Background: an optimization exercise with open tools, aiming at small area, a short achievable clock period and few clock cycles per item. Do not read the settings as production practice.
Only simulation tests tie the RTL to the original design; equivalence was not proved.
Power and IR drop assume default switching activity.

==> flow/design.v, too long to show whole: its modules and the start of the top module <==
// module binary_adder: 5 lines
// module adder_subtracter: 27 lines
// module mux2: 6 lines
// module sb16: 36 lines
// module ROM1: 15 lines
// module ROM2: 24 lines
// module mask_d: 45 lines
// module ACC: 133 lines
// module top_ALU: 32 lines
// module addressb: 59 lines
// module fau: 354 lines
// module inversion_rom: 21 lines
// module inversion_new: 153 lines
// module instruction_decoder: 71 lines
// module scalarconv_tnaf: 570 lines
// module scalarconv_top: 42 lines
// module processor: 97 lines
// module program_rom: 82 lines
// module ecsm_fsm: 227 lines
// module ecsm_processor: 26 lines
module ecsm_processor(clk, rst, en_ecsm, done_ecsm, addr, doutb, dina, wea);
  // ...
==> flow/run.sh <==
#!/bin/bash
# synth_recipe.tcl (not shown) runs the flow's synth.tcl, then flattens the netlist and writes it again
# the make line also repeats each setting of config.mk as NAME=value (left out here)
make -C /OpenROAD-flow-scripts/flow DESIGN_CONFIG=/design/flow/config.mk WORK_HOME=/design/flow/orfs CLKGATE_MAP_FILE= SYNTH_SCRIPT=/design/flow/synth_recipe.tcl finish
==> flow/config.mk <==
export PLATFORM = sky130hd
export DESIGN_NAME = ecsm_processor
export DESIGN_NICKNAME = ecsm_processor
export VERILOG_FILES = /design/flow/design.v
export SDC_FILE = /design/flow/constraint.sdc
export NUM_CORES = 4
export LEC_CHECK = 0
export ABC_AREA = 1
export CAP_MARGIN = 20
export CORE_MARGIN = 2
export CORE_UTILIZATION = 40
export SETUP_SLACK_MARGIN = 5
export SLEW_MARGIN = 20
==> flow/constraint.sdc <==
create_clock -name core_clock -period 10.0 [get_ports {clk}]
set_input_delay 2.0000 -clock core_clock [delete_from_list [all_inputs] [get_ports {clk}]]
set_output_delay 2.0000 -clock core_clock [all_outputs]
set_load 0.01 [all_outputs]
==> flow_metrics.env, run 1 <==
export IMPL_fp_dieW_um=293.1
export IMPL_yosys_top_cells_count="nand2_1, nor2_1, inv_1"
export IMPL_fin_cells=6276
export IMPL_clock_latency_ps=630
export IMPL_clk_pin_slew_ps=60
export IMPL_reg2reg_depth=15
export IMPL_synth_top_family_by_area="simple AND/OR/NAND/NOR gates"
export IMPL_worst_path_largest_cell_delay_ps=750
export IMPL_synth_most_common_cell="nand2_1"
export IMPL_grt_most_used_layer="met2"
export IMPL_synth_area_per_cell_um2=6.479
export IMPL_die_area_um2=85930
export IMPL_crit_slowest_cell="o21ai_0"
export IMPL_drc_errors=0
export IMPL_buffer_area_share_pct=2.969
export IMPL_end_kind="flop"
export IMPL_hold_buffers=0
export IMPL_layout_common_cells="nand2_1, inv_1, nor2_1, dfxtp_1, o21ai_0"
export IMPL_layout_drive_gt1_share_pct=7.025
export IMPL_status="complete, no violations"
export IMPL_p_switching_mw=2.625
export IMPL_multi_input_gates=3922
export IMPL_synth_xor_area_share_pct=12.68
export IMPL_yosys_area_share_simple_pct=30.12
export IMPL_grt_pass1_vias=32206
export IMPL_tritoncts="built"
export IMPL_p_sw_share_pct=41.11
export IMPL_gr_usage_all_layers_pct=28.01
export IMPL_final_antenna_net_count=0
export IMPL_p_int_mw=3.760
export IMPL_worst_slack_ps=5188
Testbench counts, summed over its fixed seeds: cycles 8,085,985, items 12.
==> module ecsm_fsm, before the edit <==
module ecsm_fsm(clk, rst, en_ecsm, en_primitive, done_primitive, done_ecsm,
                k_even, done_k, k_bits, k_end, prog_addr, pvar);
input clk, rst;
input en_ecsm;
output reg en_primitive;
input done_primitive;
output done_ecsm;
input k_even, done_k;
input [1:0] k_bits, k_end;
output [6:0] prog_addr;
output reg [1:0] pvar;
localparam [6:0] PNTR_GET_K         = 7'd0;
localparam [6:0] PNTR_PRECOMP_B     = 7'd1;
localparam [6:0] PNTR_PRECOMP_E     = 7'd25;
localparam [6:0] PNTR_FLIP_R_B      = 7'd26;
localparam [6:0] PNTR_FLIP_D_B      = 7'd27;
localparam [6:0] PNTR_RANDBASE_B    = 7'd28;
localparam [6:0] PNTR_RANDBASE_E    = 7'd30;
localparam [6:0] PNTR_FROBMAP_B     = 7'd31;
localparam [6:0] PNTR_FROBMAP_E     = 7'd36;
localparam [6:0] PNTR_ADDINIT_P_B   = 7'd35;
localparam [6:0] PNTR_ADDINIT_P_E   = 7'd37;
localparam [6:0] PNTR_ADDINIT_M_B   = 7'd38;
localparam [6:0] PNTR_ADDINIT_M_E   = 7'd40;
localparam [6:0] PNTR_SUBINIT_P_B   = 7'd41;
localparam [6:0] PNTR_SUBINIT_P_E   = 7'd43;
localparam [6:0] PNTR_SUBINIT_M_B   = 7'd44;
localparam [6:0] PNTR_SUBINIT_M_E   = 7'd46;
localparam [6:0] PNTR_ADDSUB_B      = 7'd37;
localparam [6:0] PNTR_ADDSUB_E      = 7'd50;
localparam [6:0] PNTR_AFFINE_B      = 7'd51;
localparam [6:0] PNTR_AFFINE_E      = 7'd55;
localparam [6:0] PNTR_CHGBASE_P_R_B = 7'd56;
localparam [6:0] PNTR_CHGBASE_P_R_E = 7'd57;
localparam [6:0] PNTR_CHGBASE_M_R_B = 7'd58;
localparam [6:0] PNTR_CHGBASE_M_R_E = 7'd59;
localparam [6:0] PNTR_CHGBASE_D_B   = 7'd60;
localparam [6:0] PNTR_CHGBASE_D_E   = 7'd61;
localparam [5:0] ST_IDLE = 6'd0, ST_GET_MSB_E = 6'd1,
  ST_PRECOMP_B = 6'd2, ST_PRECOMP_C = 6'd3, ST_PRECOMP_E = 6'd4,
  ST_CHGBASE_P_R_B = 6'd5, ST_CHGBASE_P_R_C = 6'd6, ST_CHGBASE_P_R_E = 6'd7,
  ST_CHGBASE_M_R_B = 6'd8, ST_CHGBASE_M_R_C = 6'd9, ST_CHGBASE_M_R_E = 6'd10,
  ST_CHGBASE_D_B = 6'd11, ST_CHGBASE_D_C = 6'd12, ST_CHGBASE_D_E = 6'd13,
  ST_FLIP_R_B = 6'd14, ST_FLIP_R_E = 6'd15,
  ST_FLIP_D_B = 6'd16, ST_FLIP_D_E = 6'd17,
  ST_RANDBASE_B = 6'd18, ST_RANDBASE_C = 6'd19, ST_RANDBASE_E = 6'd20,
  ST_GET_K_B = 6'd21, ST_GET_K_E = 6'd22,
  ST_FROB_B = 6'd23, ST_FROB_C = 6'd24, ST_FROB_E = 6'd25,
  ST_PADD_P_B = 6'd26, ST_PADD_P_C = 6'd27, ST_PADD_P_E = 6'd28,
  ST_PADD_M_B = 6'd29, ST_PADD_M_C = 6'd30, ST_PADD_M_E = 6'd31,
  ST_PSUB_P_B = 6'd32, ST_PSUB_P_C = 6'd33, ST_PSUB_P_E = 6'd34,
  ST_PSUB_M_B = 6'd35, ST_PSUB_M_C = 6'd36, ST_PSUB_M_E = 6'd37,
  ST_PADDSUB_B = 6'd38, ST_PADDSUB_C = 6'd39, ST_PADDSUB_E = 6'd40,
  ST_END = 6'd41,
  ST_AFFINE_B = 6'd42, ST_AFFINE_C = 6'd43, ST_AFFINE_E = 6'd44;
reg [5:0] state;
reg [6:0] cntr, cntr_value;
reg cntr_set, cntr_up;
reg final_proc;
always @(posedge clk)
begin
  if(cntr_set)
    cntr <= cntr_value;
  else if(cntr_up)
    cntr <= cntr + 1'b1;
end
always @(posedge clk)
begin
  if(rst)
    final_proc <= 1'b1;
  else if(state == ST_IDLE)
    final_proc <= 1'b0;
  else if(state == ST_END)
    final_proc <= 1'b1;
end
always @*
begin
  en_primitive = 1'b0;
  cntr_value = PNTR_GET_K;
  cntr_set = 1'b0;
  cntr_up = 1'b0;
  case(state)
    ST_IDLE:          begin cntr_value = PNTR_GET_K; cntr_set = 1'b1; end
    ST_GET_MSB_E:     en_primitive = 1'b1;
    ST_PRECOMP_B:     begin cntr_value = PNTR_PRECOMP_B; cntr_set = 1'b1; end
    ST_CHGBASE_P_R_B: begin cntr_value = PNTR_CHGBASE_P_R_B; cntr_set = 1'b1; end
    ST_CHGBASE_M_R_B: begin cntr_value = PNTR_CHGBASE_M_R_B; cntr_set = 1'b1; end
    ST_CHGBASE_D_B:   begin cntr_value = PNTR_CHGBASE_D_B; cntr_set = 1'b1; end
    ST_FLIP_R_B:      begin cntr_value = PNTR_FLIP_R_B; cntr_set = 1'b1; end
    ST_FLIP_D_B:      begin cntr_value = PNTR_FLIP_D_B; cntr_set = 1'b1; end
    ST_RANDBASE_B:    begin cntr_value = PNTR_RANDBASE_B; cntr_set = 1'b1; end
    ST_FROB_B:        begin cntr_value = PNTR_FROBMAP_B; cntr_set = 1'b1; end
    ST_GET_K_B:       begin cntr_value = PNTR_GET_K; cntr_set = 1'b1; end
    ST_PADD_P_B:      begin cntr_value = PNTR_ADDINIT_P_B; cntr_set = 1'b1; end
    ST_PADD_M_B:      begin cntr_value = PNTR_ADDINIT_M_B; cntr_set = 1'b1; end
    ST_PSUB_P_B:      begin cntr_value = PNTR_SUBINIT_P_B; cntr_set = 1'b1; end
    ST_PSUB_M_B:      begin cntr_value = PNTR_SUBINIT_M_B; cntr_set = 1'b1; end
    ST_PADDSUB_B:     begin cntr_value = PNTR_ADDSUB_B; cntr_set = 1'b1; end
    ST_AFFINE_B:      begin cntr_value = PNTR_AFFINE_B; cntr_set = 1'b1; end
    ST_PRECOMP_C, ST_CHGBASE_P_R_C, ST_CHGBASE_M_R_C, ST_CHGBASE_D_C, ST_RANDBASE_C,
    ST_FROB_C, ST_PADD_P_C, ST_PADD_M_C, ST_PSUB_P_C, ST_PSUB_M_C, ST_PADDSUB_C,
    ST_AFFINE_C:      cntr_up = 1'b1;
    ST_PRECOMP_E, ST_CHGBASE_P_R_E, ST_CHGBASE_M_R_E, ST_CHGBASE_D_E, ST_FLIP_R_E,
    ST_FLIP_D_E, ST_RANDBASE_E, ST_GET_K_E, ST_FROB_E, ST_PADD_P_E, ST_PADD_M_E,
    ST_PSUB_P_E, ST_PSUB_M_E, ST_PADDSUB_E,
    ST_AFFINE_E:      en_primitive = 1'b1;
    default: ;
  endcase
end
always @(posedge clk)
begin
  if(rst) begin
    state <= ST_IDLE;
    pvar <= 2'd0;
  end else
    case(state)
      ST_IDLE:      if(en_ecsm) state <= ST_GET_MSB_E;
      ST_GET_MSB_E: if(done_primitive) state <= ST_PRECOMP_B;
      ST_PRECOMP_B, ST_PRECOMP_C: state <= ST_PRECOMP_E;
      ST_PRECOMP_E:
        if(done_primitive) begin
          if(cntr == PNTR_PRECOMP_E) begin
            if(k_even) begin
              if(k_bits[0] ^ k_bits[1]) state <= ST_CHGBASE_M_R_B;
              else state <= ST_CHGBASE_P_R_B;
            end else
              state <= ST_CHGBASE_D_B;
          end else
            state <= ST_PRECOMP_C;
        end
      ST_CHGBASE_P_R_B, ST_CHGBASE_P_R_C: state <= ST_CHGBASE_P_R_E;
      ST_CHGBASE_P_R_E:
        if(done_primitive) begin
          if(cntr == PNTR_CHGBASE_P_R_E) state <= k_bits[0] ? ST_FLIP_D_B : ST_FLIP_R_B;
          else state <= ST_CHGBASE_P_R_C;
        end
      ST_CHGBASE_M_R_B, ST_CHGBASE_M_R_C: state <= ST_CHGBASE_M_R_E;
      ST_CHGBASE_M_R_E:
        if(done_primitive) begin
          if(cntr == PNTR_CHGBASE_M_R_E) state <= k_bits[0] ? ST_FLIP_D_B : ST_FLIP_R_B;
          else state <= ST_CHGBASE_M_R_C;
        end
      ST_CHGBASE_D_B, ST_CHGBASE_D_C: state <= ST_CHGBASE_D_E;
      ST_CHGBASE_D_E:
        if(done_primitive) begin
          if(cntr == PNTR_CHGBASE_D_E) state <= k_bits[1] ? ST_FLIP_D_B : ST_FLIP_R_B;
          else state <= ST_CHGBASE_D_C;
        end
      ST_FLIP_R_B: state <= ST_FLIP_R_E;
      ST_FLIP_R_E: if(done_primitive) state <= ST_RANDBASE_B;
      ST_FLIP_D_B: state <= ST_FLIP_D_E;
      ST_FLIP_D_E: if(done_primitive) state <= ST_RANDBASE_B;
      ST_RANDBASE_B, ST_RANDBASE_C: state <= ST_RANDBASE_E;
      ST_RANDBASE_E:
        if(done_primitive) begin
          if(cntr == PNTR_RANDBASE_E) state <= ST_FROB_B;
          else state <= ST_RANDBASE_C;
        end
      ST_GET_K_B: state <= ST_GET_K_E;
      ST_GET_K_E:
        if(done_primitive) begin
          state <= ST_PADDSUB_B;
          pvar <= {~k_bits[0], k_bits[0] ^ k_bits[1]};
        end
      ST_FROB_B, ST_FROB_C: state <= ST_FROB_E;
      ST_FROB_E:
        if(done_primitive) begin
          if(cntr == PNTR_FROBMAP_E) state <= ST_GET_K_B;
          else state <= ST_FROB_C;
        end
      ST_PADD_P_B, ST_PADD_P_C: state <= ST_PADD_P_E;
      ST_PADD_P_E:
        if(done_primitive) begin
          if(cntr == PNTR_ADDINIT_P_E) state <= ST_PADDSUB_B;
          else state <= ST_PADD_P_C;
        end
      ST_PADD_M_B, ST_PADD_M_C: state <= ST_PADD_M_E;
      ST_PADD_M_E:
        if(done_primitive) begin
          if(cntr == PNTR_ADDINIT_M_E) state <= ST_PADDSUB_B;
          else state <= ST_PADD_M_C;
        end
      ST_PSUB_P_B, ST_PSUB_P_C: state <= ST_PSUB_P_E;
      ST_PSUB_P_E:
        if(done_primitive) begin
          if(cntr == PNTR_SUBINIT_P_E) state <= ST_PADDSUB_B;
          else state <= ST_PSUB_P_C;
        end
      ST_PSUB_M_B, ST_PSUB_M_C: state <= ST_PSUB_M_E;
      ST_PSUB_M_E:
        if(done_primitive) begin
          if(cntr == PNTR_SUBINIT_M_E) state <= ST_PADDSUB_B;
          else state <= ST_PSUB_M_C;
        end
      ST_PADDSUB_B, ST_PADDSUB_C: state <= ST_PADDSUB_E;
      ST_PADDSUB_E:
        if(done_primitive) begin
          if(cntr == PNTR_ADDSUB_E) state <= done_k ? ST_END : ST_FROB_B;
          else state <= ST_PADDSUB_C;
        end
      ST_END:
        if(!final_proc && k_end[1]) begin
          state <= ST_PADDSUB_B;
          pvar <= k_end[0] ? 2'd2 : 2'd1;
        end
        else state <= ST_AFFINE_B;
      ST_AFFINE_B, ST_AFFINE_C: state <= ST_AFFINE_E;
      ST_AFFINE_E:
        if(done_primitive) begin
          if(cntr == PNTR_AFFINE_E) state <= ST_IDLE;
          else state <= ST_AFFINE_C;
        end
      default: state <= ST_IDLE;
    endcase
end
reg idle_r;
always @(posedge clk)
begin
  if(rst)
    idle_r <= 1'b1;
  else
    idle_r <= (state == ST_IDLE && !en_ecsm) ||
              (state == ST_AFFINE_E && done_primitive && cntr == PNTR_AFFINE_E);
end
assign done_ecsm = idle_r;
assign prog_addr = cntr;
endmodule
==> run 2: changes to the inputs <==
--- a/flow/design.v
+++ b/flow/design.v
@@ -1792,10 +1792,2 @@
 localparam [6:0] PNTR_FROBMAP_E     = 7'd36;
-localparam [6:0] PNTR_ADDINIT_P_B   = 7'd35;
-localparam [6:0] PNTR_ADDINIT_P_E   = 7'd37;
-localparam [6:0] PNTR_ADDINIT_M_B   = 7'd38;
-localparam [6:0] PNTR_ADDINIT_M_E   = 7'd40;
-localparam [6:0] PNTR_SUBINIT_P_B   = 7'd41;
-localparam [6:0] PNTR_SUBINIT_P_E   = 7'd43;
-localparam [6:0] PNTR_SUBINIT_M_B   = 7'd44;
-localparam [6:0] PNTR_SUBINIT_M_E   = 7'd46;
 localparam [6:0] PNTR_ADDSUB_B      = 7'd37;
@@ -1820,6 +1812,2 @@
   ST_FROB_B = 6'd23, ST_FROB_C = 6'd24, ST_FROB_E = 6'd25,
-  ST_PADD_P_B = 6'd26, ST_PADD_P_C = 6'd27, ST_PADD_P_E = 6'd28,
-  ST_PADD_M_B = 6'd29, ST_PADD_M_C = 6'd30, ST_PADD_M_E = 6'd31,
-  ST_PSUB_P_B = 6'd32, ST_PSUB_P_C = 6'd33, ST_PSUB_P_E = 6'd34,
-  ST_PSUB_M_B = 6'd35, ST_PSUB_M_C = 6'd36, ST_PSUB_M_E = 6'd37,
   ST_PADDSUB_B = 6'd38, ST_PADDSUB_C = 6'd39, ST_PADDSUB_E = 6'd40,
@@ -1865,6 +1853,2 @@
     ST_GET_K_B:       begin cntr_value = PNTR_GET_K; cntr_set = 1'b1; end
-    ST_PADD_P_B:      begin cntr_value = PNTR_ADDINIT_P_B; cntr_set = 1'b1; end
-    ST_PADD_M_B:      begin cntr_value = PNTR_ADDINIT_M_B; cntr_set = 1'b1; end
-    ST_PSUB_P_B:      begin cntr_value = PNTR_SUBINIT_P_B; cntr_set = 1'b1; end
-    ST_PSUB_M_B:      begin cntr_value = PNTR_SUBINIT_M_B; cntr_set = 1'b1; end
     ST_PADDSUB_B:     begin cntr_value = PNTR_ADDSUB_B; cntr_set = 1'b1; end
@@ -1872,7 +1856,6 @@
     ST_PRECOMP_C, ST_CHGBASE_P_R_C, ST_CHGBASE_M_R_C, ST_CHGBASE_D_C, ST_RANDBASE_C,
-    ST_FROB_C, ST_PADD_P_C, ST_PADD_M_C, ST_PSUB_P_C, ST_PSUB_M_C, ST_PADDSUB_C,
+    ST_FROB_C, ST_PADDSUB_C,
     ST_AFFINE_C:      cntr_up = 1'b1;
     ST_PRECOMP_E, ST_CHGBASE_P_R_E, ST_CHGBASE_M_R_E, ST_CHGBASE_D_E, ST_FLIP_R_E,
-    ST_FLIP_D_E, ST_RANDBASE_E, ST_GET_K_E, ST_FROB_E, ST_PADD_P_E, ST_PADD_M_E,
-    ST_PSUB_P_E, ST_PSUB_M_E, ST_PADDSUB_E,
+    ST_FLIP_D_E, ST_RANDBASE_E, ST_GET_K_E, ST_FROB_E, ST_PADDSUB_E,
     ST_AFFINE_E:      en_primitive = 1'b1;
@@ -1942,26 +1925,2 @@
         end
-      ST_PADD_P_B, ST_PADD_P_C: state <= ST_PADD_P_E;
-      ST_PADD_P_E:
-        if(done_primitive) begin
-          if(cntr == PNTR_ADDINIT_P_E) state <= ST_PADDSUB_B;
-          else state <= ST_PADD_P_C;
-        end
-      ST_PADD_M_B, ST_PADD_M_C: state <= ST_PADD_M_E;
-      ST_PADD_M_E:
-        if(done_primitive) begin
-          if(cntr == PNTR_ADDINIT_M_E) state <= ST_PADDSUB_B;
-          else state <= ST_PADD_M_C;
-        end
-      ST_PSUB_P_B, ST_PSUB_P_C: state <= ST_PSUB_P_E;
-      ST_PSUB_P_E:
-        if(done_primitive) begin
-          if(cntr == PNTR_SUBINIT_P_E) state <= ST_PADDSUB_B;
-          else state <= ST_PSUB_P_C;
-        end
-      ST_PSUB_M_B, ST_PSUB_M_C: state <= ST_PSUB_M_E;
-      ST_PSUB_M_E:
-        if(done_primitive) begin
-          if(cntr == PNTR_SUBINIT_M_E) state <= ST_PADDSUB_B;
-          else state <= ST_PSUB_M_C;
-        end
       ST_PADDSUB_B, ST_PADDSUB_C: state <= ST_PADDSUB_E;
==> flow/flow/run.sh (new file) <==
#!/bin/bash
set -euo pipefail
sed -e 's/SETUP_SLACK_MARGIN=5/SETUP_SLACK_MARGIN=6 BUFFER_PORTS_ARGS="-buffer_cell sky130_fd_sc_hd__buf_4"/' standard.sh > standard_mod.sh
grep -q 'SETUP_SLACK_MARGIN=6' standard_mod.sh
bash standard_mod.sh > standard.log 2>&1
==> flow/standard.sh (new file) <==
#!/bin/bash
# synth_recipe.tcl (not shown) runs the flow's synth.tcl, then flattens the netlist and writes it again
# the make line also repeats each setting of config.mk as NAME=value (left out here)
make -C /OpenROAD-flow-scripts/flow DESIGN_CONFIG=/design/flow/config.mk WORK_HOME=/design/flow/orfs CLKGATE_MAP_FILE= SYNTH_SCRIPT=/design/flow/synth_recipe.tcl "${@:-finish}"
removed: flow/run.sh
==> flow_metrics.env, run 2 <==
export IMPL_status="complete, no violations"
export IMPL_p_switching_mw=2.491
export IMPL_crit_required_ps=10510
export IMPL_port_buffer_count=44
export IMPL_cp_num_buf_inv=7
export IMPL_dp_hpwl_um=87920
export IMPL_pin_count=45
export IMPL_worst_path_largest_cell_delay_ps=460
export IMPL_synth_compound_area_share_pct=16.49
export IMPL_tritoncts="built"
export IMPL_yosys_area_share_simple_pct=30.11
export IMPL_die_height_um=291.9
export IMPL_ir_worst_vdd_v=0.0002485
export IMPL_fin_skew_ps=25.74
export IMPL_critPathKind="flop to flop"
export IMPL_end_kind="flop"
export IMPL_grt_pass1_vias=31977
export IMPL_wl_per_cell_um=19.50
export IMPL_grt_pass1_wl_um=185600
export IMPL_drtIter0Drc=3147
export IMPL_maxSlewViolCount=0
export IMPL_p_per_area_nw_per_um2=159.9
export IMPL_tightest_slew_ps=1042
export IMPL_rsz0062_at_grt="yes"
export IMPL_hold_buffers=0
export IMPL_synth_xor_area_share_pct=12.12
export IMPL_antenna_found_initial=0
export IMPL_crit_arrival_ps=4890
export IMPL_antenna_cells=0
export IMPL_drc_errors=0
export IMPL_fp_dieW_um=291.9
export IMPL_cts_sinks=421
export IMPL_gr_usage_all_layers_pct=27.43
export IMPL_yosys_top_cells_count="nand2_1, nor2_1, inv_1"
export IMPL_yosysTopAreaCellShare_pct=21.01
export IMPL_ys_seq_area_share_pct=27.62
export IMPL_clockRootBuffer="clkbuf_16"
export IMPL_final_antenna_net_count=0
export IMPL_crit_family="simple AND/OR/NAND/NOR gates"
export IMPL_p_int_mw=3.711
export IMPL_clock_latency_ps=640
export IMPL_crit_fanout=7
export IMPL_synth_area_top_cells="dfxtp_1, nand2_1, nor2_1"
export IMPL_fp_row_count=105
export IMPL_cap_violations=0
export IMPL_synth_cell_types=70
export IMPL_finalSetupTns_ps=0
export IMPL_synth_edff_count=73
export IMPL_finalNetCount=5302
export IMPL_synthArstFlopShare_pct=0
export IMPL_hold_path_class="flop to flop"
export IMPL_synth_adder_area_share_pct=4.151
export IMPL_period_share_pct=43.82
export IMPL_p_sw_share_pct=40.16
export IMPL_grt_max_degree=54
export IMPL_final_common_cell="nand2_1"
export IMPL_viasPerCell=5.483
export IMPL_crit_slowest_cell="dfxtp_4"
export IMPL_clkPwrFrac_pct=32.3
export IMPL_reg2reg_slack_ps=5620
export IMPL_seqPwrFrac_pct=31.0
export IMPL_synth_top_flop_cell="dfxtp_1"
export IMPL_min_period_ps=4382
export IMPL_leakagePower_nw=16.40
export IMPL_setup_viol=0
export IMPL_wl_um=122600
export IMPL_clk_pin_slew_ps=70
export IMPL_cts_buffers=52
export IMPL_syn_inst=5112
export IMPL_grt_overflow=0
export IMPL_drt_pass1_iterations=5
export IMPL_synth_area_per_cell_um2=6.487
export IMPL_reg_largest_list="i_processor.FU.acc_e: 31 flops, i_processor.FU.acc_o: 31 flops"
export IMPL_die_area_um2=85220
export IMPL_yosysTopAreaCell="dfxtp_1"
export IMPL_layout_common_cells="nand2_1, nor2_1, inv_1, dfxtp_1, o21ai_0"
export IMPL_htree_levels=2
export IMPL_ys_ff_latch=421
export IMPL_via_count=34473
export IMPL_syn_area_um2=33160
export IMPL_start_util_pct=40.38
export IMPL_syn_to_final_growth_pct=16.94
export IMPL_place_gp_congestion=0.9817
export IMPL_nFillCells=8338
export IMPL_layout_drive_gt1_share_pct=13.00
export IMPL_cp_start_kind="flop"
export IMPL_core_area_um2=82110
export IMPL_syn_nets=5238
export IMPL_cts_buffer_depth=3
export IMPL_max_freq_mhz=228.2
export IMPL_synthMuxAreaShare_pct=0.09056
export IMPL_relSlewSlack_pct=30.55
export IMPL_fin_util_pct=47.22
export IMPL_synth_top_family_by_area="simple AND/OR/NAND/NOR gates"
export IMPL_synth_most_common_cell="nand2_1"
export IMPL_yosysWarnings=15
export IMPL_p_comb_share_pct=36.8
export IMPL_hold_viol_final=0
[run 2: cell types whose count changed after synthesis, sizes merged, moves of 10 or more]
cell	delta
xnor2	-23
nand2	-69
a221oi	-11
o21ai	+10
nor2	+36
[run 2: logic make-up (layout without fill, tap and decap cells)]
group	Yosys count	in the layout
compound gates	933	934
xor+xnor	459	459
fa+ha+maj	107	107
buf+inv	817	920
flops	421	421
mux	3	3
simple gates	2372	2373
[run 2: worst paths after layout]
| kind | startpoint | to | cells after the start |
|---|---|---|---|
| max | i_processor.SC.SC.state[1]$_SDFF_PP0_ | i_processor.address_r[4]$_DFF_P_ | 33 |
| min | i_processor.FU.gs1[0]$_SDFF_PP0_ | i_processor.FU.gs2[0]$_SDFF_PP0_ | 2 |
| max reg2reg | i_processor.SC.SC.state[1]$_SDFF_PP0_ | i_processor.address_r[4]$_DFF_P_ | 33 |
| min reg2reg | i_processor.FU.gs1[0]$_SDFF_PP0_ | i_processor.FU.gs2[0]$_SDFF_PP0_ | 2 |
[run 2: worst reg2reg max path, delay by kind of cell (launching register included)]
family | cells | cell delay, ps
buf+inv | 7 | 540
fa+ha+maj | 2 | 580
flops | 1 | 460
compound gates | 4 | 660
simple gates | 20 | 2020
[run 2: timing repair]
item | 4_1_cts | 5_1_grt
cloned | 4 | 4
endpoints found under the setup margin | 92 | 55
pin swaps | 65 | 109
resized for setup | 236 | 198
setup buffers | 59 | 60
endpoints found under the hold margin | 0 | 0
[run 2: layer usage]
layer,GRT usage [%],share of wire [%],up-vias
li1,-,-,16834
met1,35.57,43,15945
met2,45.39,46,1373
met3,3.707,6.7,321
met4,12.21,5.1,0
met5,0,0,-
[run 2: metrics by stage]
step                      total power [mW]  std cells  hold slack (ps)  area (um2)  setup slack [ps]
final                                6.202       6287            392.5       38780              5618
after global routing                 6.535       6287            422.4       38780              5447
after CTS                            6.116       6222            395.1       37480              5778
after detailed placement             4.063       6064            403.1       34350              4727
after global placement               4.103       6064            394.7       34340              4848
after floorplan                      3.431       5112            375.9       33180              5944
[run 2: layout make-up]
cell class,count,area [um2],area share (%)
Timing Repair Buffer,205,1772,4.569
Sequential cell,421,9199,23.72
Multi-Input combinational cell,3876,22250,57.37
Inverter,618,2431,6.270
Clock inverter,29,342.8,0.8841
Tap cell,1070,1339,3.453
Timing Repair inverter,2,12.51,0.03227
Clock buffer,66,1435,3.701
[run 2: power groups by stage]
stage	Combinational [mW]	Clock, mW	Sequential [mW]
final	2.28	2.00	1.92
after global routing	2.51	2.09	1.93
after CTS	2.17	2.03	1.92
after detailed placement	2.10	0	1.96
after global placement	2.14	0	1.96
after floorplan	1.51	0	1.92
Testbench counts of run 2, summed over its fixed seeds: cycles 8,085,985, items 12.
==> run 3: changes to the inputs <==
--- a/flow/config.mk
+++ b/flow/config.mk
@@ -11,2 +11,3 @@
 export CORE_UTILIZATION = 40
+export CTS_BUF_LIST = sky130_fd_sc_hd__clkbuf_4 sky130_fd_sc_hd__clkbuf_8
 export SETUP_SLACK_MARGIN = 5
==> flow_metrics.env, run 3 <==
export IMPL_synthArstFlopShare_pct=0
export IMPL_end_kind="flop"
export IMPL_synth_cell_types=70
export IMPL_relSlewSlack_pct=29.75
export IMPL_worst_path_largest_cell_delay_ps=480
export IMPL_wl_met1_um=51610
export IMPL_tritoncts="built"
export IMPL_die_area_um2=85220
export IMPL_min_period_ps=4289
export IMPL_clockRootBuffer="clkbuf_8"
export IMPL_period_share_pct=42.89
export IMPL_seq_area_um2=9206
export IMPL_finalNetCount=5333
export IMPL_clk_pin_slew_ps=60
export IMPL_antenna_found_initial=2
export IMPL_hold_path_class="flop to flop"
export IMPL_wl_um=123000
export IMPL_viasPerCell=5.487
export IMPL_cap_violations=0
export IMPL_route_met2_wl_um=55970
export IMPL_yosys_area_share_simple_pct=30.11
export IMPL_yosysTopAreaCellShare_pct=21.01
export IMPL_layout_common_cells="nand2_1, nor2_1, inv_1, dfxtp_1, o21ai_0"
export IMPL_layout_drive_gt1_share_pct=13.98
export IMPL_htree_levels=3
export IMPL_gr_usage_all_layers_pct=27.86
export IMPL_crit_required_ps=10620
export IMPL_synth_most_common_cell="nand2_1"
export IMPL_p_per_area_nw_per_um2=158.5
export IMPL_final_antenna_net_count=0
export IMPL_finalSetupTns_ps=0
export IMPL_cts_buffer_depth=3
export IMPL_wl_per_cell_um=19.40
export IMPL_place_gp_congestion=0.9817
export IMPL_synth_top_family_by_area="simple AND/OR/NAND/NOR gates"
export IMPL_grt_max_degree=54
export IMPL_crit_arrival_ps=4910
export IMPL_fp_dieW_um=291.9
export IMPL_syn_to_final_growth_pct=16.81
export IMPL_status="complete, no violations"
export IMPL_grt_pass1_wl_um=188200
export IMPL_cts_buffers=83
export IMPL_wl_met3_um=9268
export IMPL_fin_cells=6342
export IMPL_synth_xor_area_share_pct=12.12
export IMPL_synth_edff_count=73
export IMPL_maxSlewViolCount=0
export IMPL_via_count=34797
export IMPL_final_common_cell="nand2_1"
export IMPL_crit_slowest_cell="dfxtp_4"
export IMPL_syn_area_um2=33160
export IMPL_drt_pass1_iterations=7
export IMPL_ys_ff_latch=421
export IMPL_synth_top_flop_cell="dfxtp_1"
export IMPL_grt_overflow=0
export IMPL_clock_latency_ps=700
export IMPL_pin_count=45
export IMPL_max_freq_mhz=233.1
export IMPL_start_util_pct=40.38
export IMPL_critPathKind="flop to flop"
export IMPL_hold_viol_final=0
export IMPL_fin_skew_ps=45.49
export IMPL_synth_area_per_cell_um2=6.487
export IMPL_syn_inst=5112
export IMPL_crit_fanout=7
export IMPL_synth_area_top_cells="dfxtp_1, nand2_1, nor2_1"
export IMPL_core_area_um2=82110
export IMPL_dp_hpwl_um=87920
export IMPL_reg_largest_list="i_processor.FU.acc_e: 31 flops, i_processor.FU.acc_o: 31 flops"
export IMPL_synth_adder_area_share_pct=4.151
export IMPL_syn_nets=5238
export IMPL_rsz0062_at_grt="yes"
export IMPL_die_height_um=291.9
export IMPL_crit_family="simple AND/OR/NAND/NOR gates"
export IMPL_yosysWarnings=15
export IMPL_placed_cells=6064
export IMPL_worst_slack_ps=5711
export IMPL_multiInputGateArea_um2=22230
export IMPL_fp_row_count=105
export IMPL_drtIter0Drc=3183
export IMPL_top_layer="met4"
export IMPL_ir_worst_vdd_v=0.0002497
export IMPL_cp_common_cell="nand2_1"
export IMPL_yosys_top_cells_count="nand2_1, nor2_1, inv_1"
export IMPL_port_buffer_count=44
export IMPL_drc_errors=0
export IMPL_synthMuxAreaShare_pct=0.09056
export IMPL_pre_cts_ws_ps=4727
export IMPL_grt_pass1_vias=32689
export IMPL_cp_start_kind="flop"
export IMPL_cp_num_buf_inv=7
export IMPL_setup_viol=0
export IMPL_hold_buffers=0
export IMPL_cts_sinks=421
export IMPL_synth_compound_area_share_pct=16.49
export IMPL_nFillCells=8366
export IMPL_tightest_slew_ps=1054
export IMPL_leakagePower_nw=16.48
export IMPL_ys_seq_area_share_pct=27.62
export IMPL_yosysTopAreaCell="dfxtp_1"
## run 3: cell counts after synthesis
No cell type changed its count.
## run 3: tightest hold or removal path: stages (launching register included)
cell	delay, ps
dfxtp_1	300
inv_1	40
nor2_1	40
## run 3: kinds of logic (layout without fill, tap and decap cells)
group,Yosys count,count (layout)
mux,3,3
simple gates,2372,2374
buf+inv,817,973
compound gates,933,934
fa+ha+maj,107,107
other cells,0,1
xor+xnor,459,459
flops,421,421
## run 3: path summary, 6_finish.rpt
path	from	endpoint	slack (ps)	depth (start not counted)
setup / recovery	i_processor.SC.SC.state[1]$_SDFF_PP0_	i_processor.address_r[7]$_DFF_P_	5710	37
hold / removal	i_processor.FU.gs1[0]$_SDFF_PP0_	i_processor.FU.gs2[0]$_SDFF_PP0_	410	2
setup reg to reg	i_processor.SC.SC.state[1]$_SDFF_PP0_	i_processor.address_r[7]$_DFF_P_	5710	37
hold reg to reg	i_processor.FU.gs1[0]$_SDFF_PP0_	i_processor.FU.gs2[0]$_SDFF_PP0_	410	2
## run 3: final cells by class
cell class | instances | share of cell area [%]
flip-flops and latches | 421 | 23.77
multi-input cells | 3877 | 57.38
clock inverters | 27 | 0.7623
repair inverters | 2 | 0.03230
well taps | 1070 | 3.456
clock buffers | 122 | 3.947
diodes | 1 | 0.006461
inverters | 618 | 6.238
repair buffers | 204 | 4.409
## run 3: repair_timing
| action | CTS | global route |
|---|---|---|
| gates resized for setup | 291 | 134 |
| buffers inserted | 84 | 36 |
| pin swaps | 89 | 59 |
| endpoints found under the setup margin | 93 | 56 |
| gates cloned | 5 | 2 |
| hold endpoints to repair | 0 | 0 |
## run 3: layer usage
layer | track usage (%) | vias to the layer above
li1 | - | 16893
met1 | 35.30 | 16106
met2 | 45.66 | 1463
met3 | 4.849 | 335
met4 | 13.77 | 0
met5 | 0 | -
## run 3: through the flow
stage	power, mW	utilization (%)	cell area (um2)	hold WS [ps]
after detailed placement	4.063	41.83	34350	403.1
after CTS	6.086	46.14	37890	412.3
after floorplan	3.431	-	33180	375.9
final	6.139	47.17	38730	410.9
after global placement	4.103	41.83	34340	394.7
after global routing	6.500	47.17	38730	424.8
## run 3: power breakdown
group	internal [mW]	total, mW	switching (mW)
logic	0.701	2.26	1.56
clock network	1.11	1.95	0.837
registers	1.84	1.92	0.0773
total	3.66	6.14	2.48
==> run 4: changes to the inputs <==
==> flow/flow/run.sh (replaced) <==
#!/bin/bash
set -euo pipefail
sed -e 's/SETUP_SLACK_MARGIN=5/SETUP_SLACK_MARGIN=5 BUFFER_PORTS_ARGS="-buffer_cell sky130_fd_sc_hd__buf_4"/' standard.sh > standard_mod.sh
grep -q 'BUFFER_PORTS_ARGS' standard_mod.sh
bash standard_mod.sh > standard.log 2>&1
--- a/flow/config.mk
+++ b/flow/config.mk
@@ -11,3 +11,2 @@
 export CORE_UTILIZATION = 40
-export CTS_BUF_LIST = sky130_fd_sc_hd__clkbuf_4 sky130_fd_sc_hd__clkbuf_8
 export SETUP_SLACK_MARGIN = 5
==> flow_metrics.env, run 4 <==
export IMPL_status="complete, no violations"
export IMPL_wl_per_cell_um=19.16
export IMPL_clk_pin_slew_ps=60
export IMPL_yosysTopAreaCellShare_pct=21.01
export IMPL_grt_max_degree=53
export IMPL_pin_count=45
export IMPL_cap_violations=0
export IMPL_synth_cell_types=70
export IMPL_p_per_area_nw_per_um2=165.6
export IMPL_die_area_um2=85220
export IMPL_core_area_um2=82110
export IMPL_crit_slowest_cell="a21oi_2"
export IMPL_drt_pass1_iterations=6
export IMPL_antenna_found_initial=1
export IMPL_syn_to_final_growth_pct=9.739
export IMPL_maxSlewViolCount=0
export IMPL_dp_hpwl_um=87170
export IMPL_synth_most_common_cell="nand2_1"
export IMPL_start_util_pct=40.38
export IMPL_htree_levels=2
export IMPL_yosys_top_cells_count="nand2_1, nor2_1, inv_1"
export IMPL_grt_pass1_wl_um=182300
export IMPL_synth_area_top_cells="dfxtp_1, nand2_1, nor2_1"
export IMPL_crit_fanout=11
export IMPL_rsz0062_at_grt="yes"
export IMPL_leakagePower_nw=15.60
export IMPL_cts_buffer_depth=3
export IMPL_finalSetupTns_ps=0
export IMPL_port_buffer_count=44
export IMPL_viasPerCell=5.492
export IMPL_synth_area_per_cell_um2=6.487
export IMPL_yosysWarnings=15
export IMPL_grt_most_used_layer="met2"
export IMPL_syn_area_um2=33160
export IMPL_grt_pass1_vias=31445
export IMPL_synth_edff_count=73
export IMPL_hold_viol_final=0
export IMPL_drtIter0Drc=3255
export IMPL_cts_buffers=51
export IMPL_crit_arrival_ps=5200
export IMPL_synthArstFlopShare_pct=0
export IMPL_period_share_pct=46.25
export IMPL_place_gp_congestion=0.9714
export IMPL_clockRootBuffer="clkbuf_16"
export IMPL_antenna_cells=0
export IMPL_layout_drive_gt1_share_pct=6.722
export IMPL_max_freq_mhz=216.2
export IMPL_fp_row_count=105
export IMPL_end_kind="flop"
export IMPL_worst_path_largest_cell_delay_ps=510
export IMPL_tritoncts="built"
export IMPL_tightest_slew_ps=1061
export IMPL_yosysTopAreaCell="dfxtp_1"
export IMPL_clock_latency_ps=640
export IMPL_wl_um=118300
export IMPL_cp_start_kind="flop"
export IMPL_relSlewSlack_pct=29.25
export IMPL_syn_nets=5238
export IMPL_ir_worst_vdd_v=0.0002957
export IMPL_gr_usage_all_layers_pct=26.92
export IMPL_syn_inst=5112
export IMPL_critPathKind="flop to flop"
export IMPL_finalNetCount=5187
export IMPL_use_met1_pct=35.10
export IMPL_grt_use_met3_pct=3.159
export IMPL_min_period_ps=4625
export IMPL_via_count=33905
export IMPL_drc_errors=0
export IMPL_crit_family="simple AND/OR/NAND/NOR gates"
export IMPL_cp_common_cell="nand2_1"
export IMPL_reg_largest_list="i_processor.FU.acc_e: 31 flops, i_processor.FU.acc_o: 31 flops"
export IMPL_final_antenna_net_count=0
export IMPL_hold_path_class="flop to flop"
export IMPL_fin_skew_ps=21.41
export IMPL_die_height_um=291.9
export IMPL_p_total_mw=6.028
export IMPL_ys_ff_latch=421
export IMPL_synth_top_flop_cell="dfxtp_1"
export IMPL_cp_num_buf_inv=5
export IMPL_fp_dieW_um=291.9
export IMPL_grt_use_met2_pct=44.02
export IMPL_grt_overflow=0
export IMPL_ys_seq_area_share_pct=27.62
export IMPL_crit_required_ps=10570
export IMPL_setup_viol=0
export IMPL_final_common_cell="nand2_1"
export IMPL_worst_hold_slack_ps=406.5
export IMPL_layout_common_cells="nand2_1, nor2_1, inv_1, o21ai_0, dfxtp_1"
export IMPL_cts_sinks=421
==> run 4: worst paths after layout <==
path / from / endpoint / slack, ps / depth (start not counted)
hold reg to reg: i_processor.FU.gs1[0]$_SDFF_PP0_ / i_processor.FU.gs2[0]$_SDFF_PP0_ / 410 / 2
setup / recovery: i_processor.SC.SC.state[3]$_SDFF_PP0_ / i_processor.address_r[7]$_DFF_P_ / 5370 / 34
hold / removal: i_processor.FU.gs1[0]$_SDFF_PP0_ / i_processor.FU.gs2[0]$_SDFF_PP0_ / 410 / 2
setup reg to reg: i_processor.SC.SC.state[3]$_SDFF_PP0_ / i_processor.address_r[7]$_DFF_P_ / 5370 / 34
==> run 4: area by class of cell <==
type	instances	area [um2]
Fill cell	8531	45720
Sequential cell	421	9175
Tap cell	1070	1339
Multi-Input combinational cell	3875	21060
Timing Repair inverter	1	5.005
Inverter	618	2336
Clock inverter	22	255.2
Timing Repair Buffer	93	724.4
Clock buffer	73	1490
==> run 4: logic make-up (layout without fill, tap and decap cells) <==
group                    count (synthesis)  after routing  synth area share (%)
flip-flops                             421            421                 27.62
multiplexers                             3              3               0.09056
AND/OR/NAND/NOR                       2372           2373                 30.11
AO/OA/AOI/OAI                          933            933                 16.49
adder cells (fa/ha/maj)                107            107                 4.151
buffers and inverters                  817            807                 9.414
XOR/XNOR                               459            459                 12.12
==> run 4: through the flow <==
step	worst slack (ps)	instances	area, um2	utilization (%)
floorplan	5760	5112	33160	-
global placement	4879	6063	34330	41.81
detailed placement	4842	6063	34330	41.81
CTS	5084	6158	36080	43.95
global route	4957	6173	36390	44.32
finish	5375	6173	36390	44.32
==> run 4: tightest hold or removal path: stages (launching register included) <==
cell and delay, ps:
dfxtp_1 290, inv_1 40, nor2_1 30
==> run 4: repair_timing <==
item / 4_1_cts / 5_1_grt
pin swaps: 0 / 4
hold buffers: 0 / 0
setup endpoints to repair: 4 / 31
cloned: 0 / 3
resized for setup: 2 / 50
setup buffers: 0 / 12
==> run 4: layer usage <==
metal	part of all wire (%)	wire length [um]
met1	43	50590
met5	0.0093	11
met2	45	53430
met3	6.8	8030
met4	5.2	6209
==> run 4: where the power goes <==
| part | leakage (nW) | total, mW | internal, mW | switching [mW] |
|---|---|---|---|---|
| Combinational | 11.2 | 2.17 | 0.655 | 1.52 |
| Sequential | 3.58 | 1.92 | 1.85 | 0.0752 |
| Clock | 0.839 | 1.93 | 1.10 | 0.831 |
| Total | 15.6 | 6.03 | 3.60 | 2.43 |
==> run 5: changes to the inputs <==
--- a/flow/config.mk
+++ b/flow/config.mk
@@ -11,2 +11,3 @@
 export CORE_UTILIZATION = 40
+export CTS_BUF_LIST = sky130_fd_sc_hd__clkbuf_4 sky130_fd_sc_hd__clkbuf_8
 export SETUP_SLACK_MARGIN = 5
==> flow_metrics.env, run 5 <==
export IMPL_syn_area_um2=33160
export IMPL_dpl_cell_area_um2=34330
export IMPL_cp_common_cell="nand2_1"
export IMPL_reg2reg_depth=31
export IMPL_crit_fanout=11
export IMPL_synth_cell_types=70
export IMPL_drtIter0Drc=3199
export IMPL_ir_worst_vdd_v=0.0002986
export IMPL_relSlewSlack_pct=28.56
export IMPL_leakagePower_nw=15.71
export IMPL_layout_common_cells="nand2_1, nor2_1, inv_1, o21ai_0, dfxtp_1"
export IMPL_clk_pin_slew_ps=70
export IMPL_place_gp_congestion=0.9714
export IMPL_fin_skew_ps=32.24
export IMPL_drc_errors=0
export IMPL_crit_required_ps=10540
export IMPL_worst_path_largest_cell_delay_ps=470
export IMPL_clock_latency_ps=680
export IMPL_core_area_um2=82110
export IMPL_timing_rr_start="i_processor.SC.SC.state[5]$_SDFF_PP0_"
export IMPL_grt_overflow=0
export IMPL_hold_path_class="flop to flop"
export IMPL_fp_dieW_um=291.9
export IMPL_period_share_pct=45.95
export IMPL_yosysTopAreaCellShare_pct=21.01
export IMPL_ys_seq_area_share_pct=27.62
export IMPL_design_area_um2=36470
export IMPL_wl_um=118600
export IMPL_cts_buffers=81
export IMPL_tritoncts="built"
export IMPL_cp_start_kind="flop"
export IMPL_hold_viol_final=0
export IMPL_finalNetCount=5220
export IMPL_start_util_pct=40.38
export IMPL_crit_arrival_ps=5140
export IMPL_layout_drive_gt1_share_pct=7.986
export IMPL_min_from="i_processor.FU.gs1[0]$_SDFF_PP0_"
export IMPL_synth_top_flop_cell="dfxtp_1"
export IMPL_grt_max_degree=53
export IMPL_synth_edff_count=73
export IMPL_pin_count=45
export IMPL_r2r_end="i_processor.address_r[6]$_DFF_P_"
export IMPL_max_freq_mhz=217.6
export IMPL_hold_depth=2
export IMPL_clockRootBuffer="clkbuf_8"
export IMPL_maxSlewViolCount=0
export IMPL_syn_to_final_growth_pct=9.973
export IMPL_fp_row_count=105
export IMPL_die_area_um2=85220
export IMPL_crit_slowest_cell="a21oi_2"
export IMPL_syn_nets=5238
export IMPL_yosysTopAreaCell="dfxtp_1"
export IMPL_port_buffer_count=44
export IMPL_synth_area_per_cell_um2=6.487
export IMPL_cts_buffer_depth=3
export IMPL_wl_per_cell_um=19.04
export IMPL_antenna_found_initial=1
export IMPL_status="complete, no violations"
export IMPL_grt_pass1_wl_um=182500
export IMPL_hold_buffers=0
export IMPL_gr_usage_all_layers_pct=27.00
export IMPL_drt_pass1_iterations=7
export IMPL_cap_violations=0
export IMPL_yosys_top_cells_count="nand2_1, nor2_1, inv_1"
export IMPL_min_period_ps=4595
export IMPL_finalSetupTns_ps=0
export IMPL_via_count=34045
export IMPL_critPathKind="flop to flop"
export IMPL_synthArstFlopShare_pct=0
export IMPL_end_kind="flop"
export IMPL_final_common_cell="nand2_1"
export IMPL_ys_ff_latch=421
export IMPL_reg2reg_slack_ps=5410
export IMPL_worst_hold_slack_ps=403.7
export IMPL_viasPerCell=5.465
export IMPL_reg_largest_list="i_processor.FU.acc_e: 31 flops, i_processor.FU.acc_o: 31 flops"
export IMPL_synth_area_top_cells="dfxtp_1, nand2_1, nor2_1"
export IMPL_cts_sinks=421
export IMPL_setup_viol=0
export IMPL_htree_levels=3
export IMPL_syn_inst=5112
export IMPL_final_antenna_net_count=0
export IMPL_rsz0062_at_grt="no"
export IMPL_p_per_area_nw_per_um2=164.4
export IMPL_grt_pass1_vias=31720
export IMPL_die_height_um=291.9
export IMPL_tightest_slew_ps=1072
export IMPL_synth_most_common_cell="nand2_1"
export IMPL_yosysWarnings=15
export IMPL_whs_endpoint="i_processor.FU.gs2[0]$_SDFF_PP0_"
export IMPL_dp_hpwl_um=87170
[run 5: changes by cell type in the layout (fill, tap and decap cells not counted), moves of 4 or more]
cell | previous run | this run
clkbuf_8 | 11 | 100
buf_4 | 89 | 94
clkbuf_16 | 52 | 0
nor2_2 | 22 | 26
clkinv_1 | 14 | 19
clkinv_2 | 5 | 9
clkbuf_4 | 0 | 22
clkbuf_1 | 10 | 0
[run 5: layer usage]
layer	up-vias	track usage, %	wire length [um]
met5	-	0	0
met4	0	12.51	5368
met3	278	3.524	8278
met2	1384	44.47	54140
met1	15717	35.07	50850
li1	16666	-	-
[run 5: power by group]
group / leakage [nW] / switching (mW) / internal, mW
combinational: 11.2 / 1.53 / 0.655
clock: 0.940 / 0.796 / 1.09
sequential: 3.58 / 0.0755 / 1.85
total: 15.7 / 2.40 / 3.60
[run 5: how the worst max path moves through the flow]
| stage | endpoint | from | slack [ps] | cells after the start |
|---|---|---|---|---|
| 2_1_floorplan | i_processor.ALU.AL.CL[15]$_SDFFE_PP0P_ | doutb[0] | 5760 | 18 |
| 3_3_place_gp | i_processor.address_r[7]$_DFF_P_ | i_processor.SC.SC.state[1]$_SDFF_PP0_ | 4880 | 32 |
| 3_5_place_dp | i_processor.address_r[6]$_DFF_P_ | i_ecsm_fsm.cntr[6]$_SDFFCE_PP0N_ | 4840 | 28 |
| 4_1_cts | i_processor.address_r[6]$_DFF_P_ | i_ecsm_fsm.cntr[6]$_SDFFCE_PP0N_ | 5070 | 28 |
| 5_1_grt | i_processor.address_r[7]$_DFF_P_ | i_processor.SC.SC.state[1]$_SDFF_PP0_ | 4990 | 37 |
| 6_report | i_processor.address_r[6]$_DFF_P_ | i_processor.SC.SC.state[5]$_SDFF_PP0_ | 5410 | 31 |
[run 5: what timing repair did]
item,in CTS,in global routing
pin swaps,0,4
endpoints found under the setup margin,4,31
buffers inserted,0,14
hold endpoints to repair,0,0
cloned,0,3
gates resized for setup,2,62
[run 5: critical path: cells and delay by family (launching register included)]
family,cells,cell delay [ps]
adder cells (fa/ha/maj),2,600
buffers and inverters,5,540
flip-flops,1,360
AO/OA/AOI/OAI,5,930
AND/OR/NAND/NOR,19,2030
[run 5: cell families after synthesis]
kind of cell,after synthesis,synth area share (%)
AOI/OAI and AO/OA,933,16.49
adders and majority gates,107,4.151
and+or+nand+nor,2372,30.11
buffers and inverters,817,9.414
xor gates and xnor gates,459,12.12
muxes,3,0.09056
DFF,421,27.62
[run 5: layout make-up]
class | count | area (um2)
sequential | 421 | 9176
clock inverter | 26 | 251.5
timing repair inverter | 1 | 5.005
multi-input combinational | 3875 | 21090
inverter | 618 | 2340
fill | 8556 | 45640
timing repair buffer | 96 | 721.9
clock buffer | 122 | 1541
tap | 1070 | 1339
antenna | 1 | 2.502
[run 5: per-stage QoR]
step / cells / worst slack (ps) / utilization (%) / power (mW)
after floorplan: 5112 / 5760 / - / 3.430
after global placement: 6063 / 4879 / 41.81 / 4.086
after detailed placement: 6063 / 4842 / 41.81 / 4.053
after CTS: 6211 / 5069 / 44.00 / 5.962
after global routing: 6230 / 4987 / 44.41 / 6.336
final: 6230 / 5405 / 44.41 / 5.994

static timing again, ports no longer ideal:
No port has a modelled driver above. Below, the same layouts with a new extraction and two added sets of constraints. Step 1 assumes that a clkbuf_16 drives the clock port and a buf_2 every other input. Step 2 also shifts input and output timing later by t, the mid clock arrival at the registers, as if the neighbouring blocks saw the same clock. a / b / c = no drivers / after step 1 / after step 2; a / b = the first two.
run	t, ns	setup WS [ns]	latest minus earliest clock arrival (ns)
run 1	0.683	5.188 / 5.188 / 4.757	0.039 / 0.039
run 2	0.699	5.618 / 5.618 / 5.412	0.026 / 0.027
run 3	0.741	5.711 / 5.711 / 5.354	0.047 / 0.048
run 4	0.695	5.375 / 5.375 / 5.039	0.022 / 0.022
run 5	0.728	5.405 / 5.405 / 5.060	0.033 / 0.033
After both steps setup and hold are still met in every run listed. For run 1, which loses most, drivers alone change the setup slack by 0.000 ns; drivers and shift together by -0.431 ns.
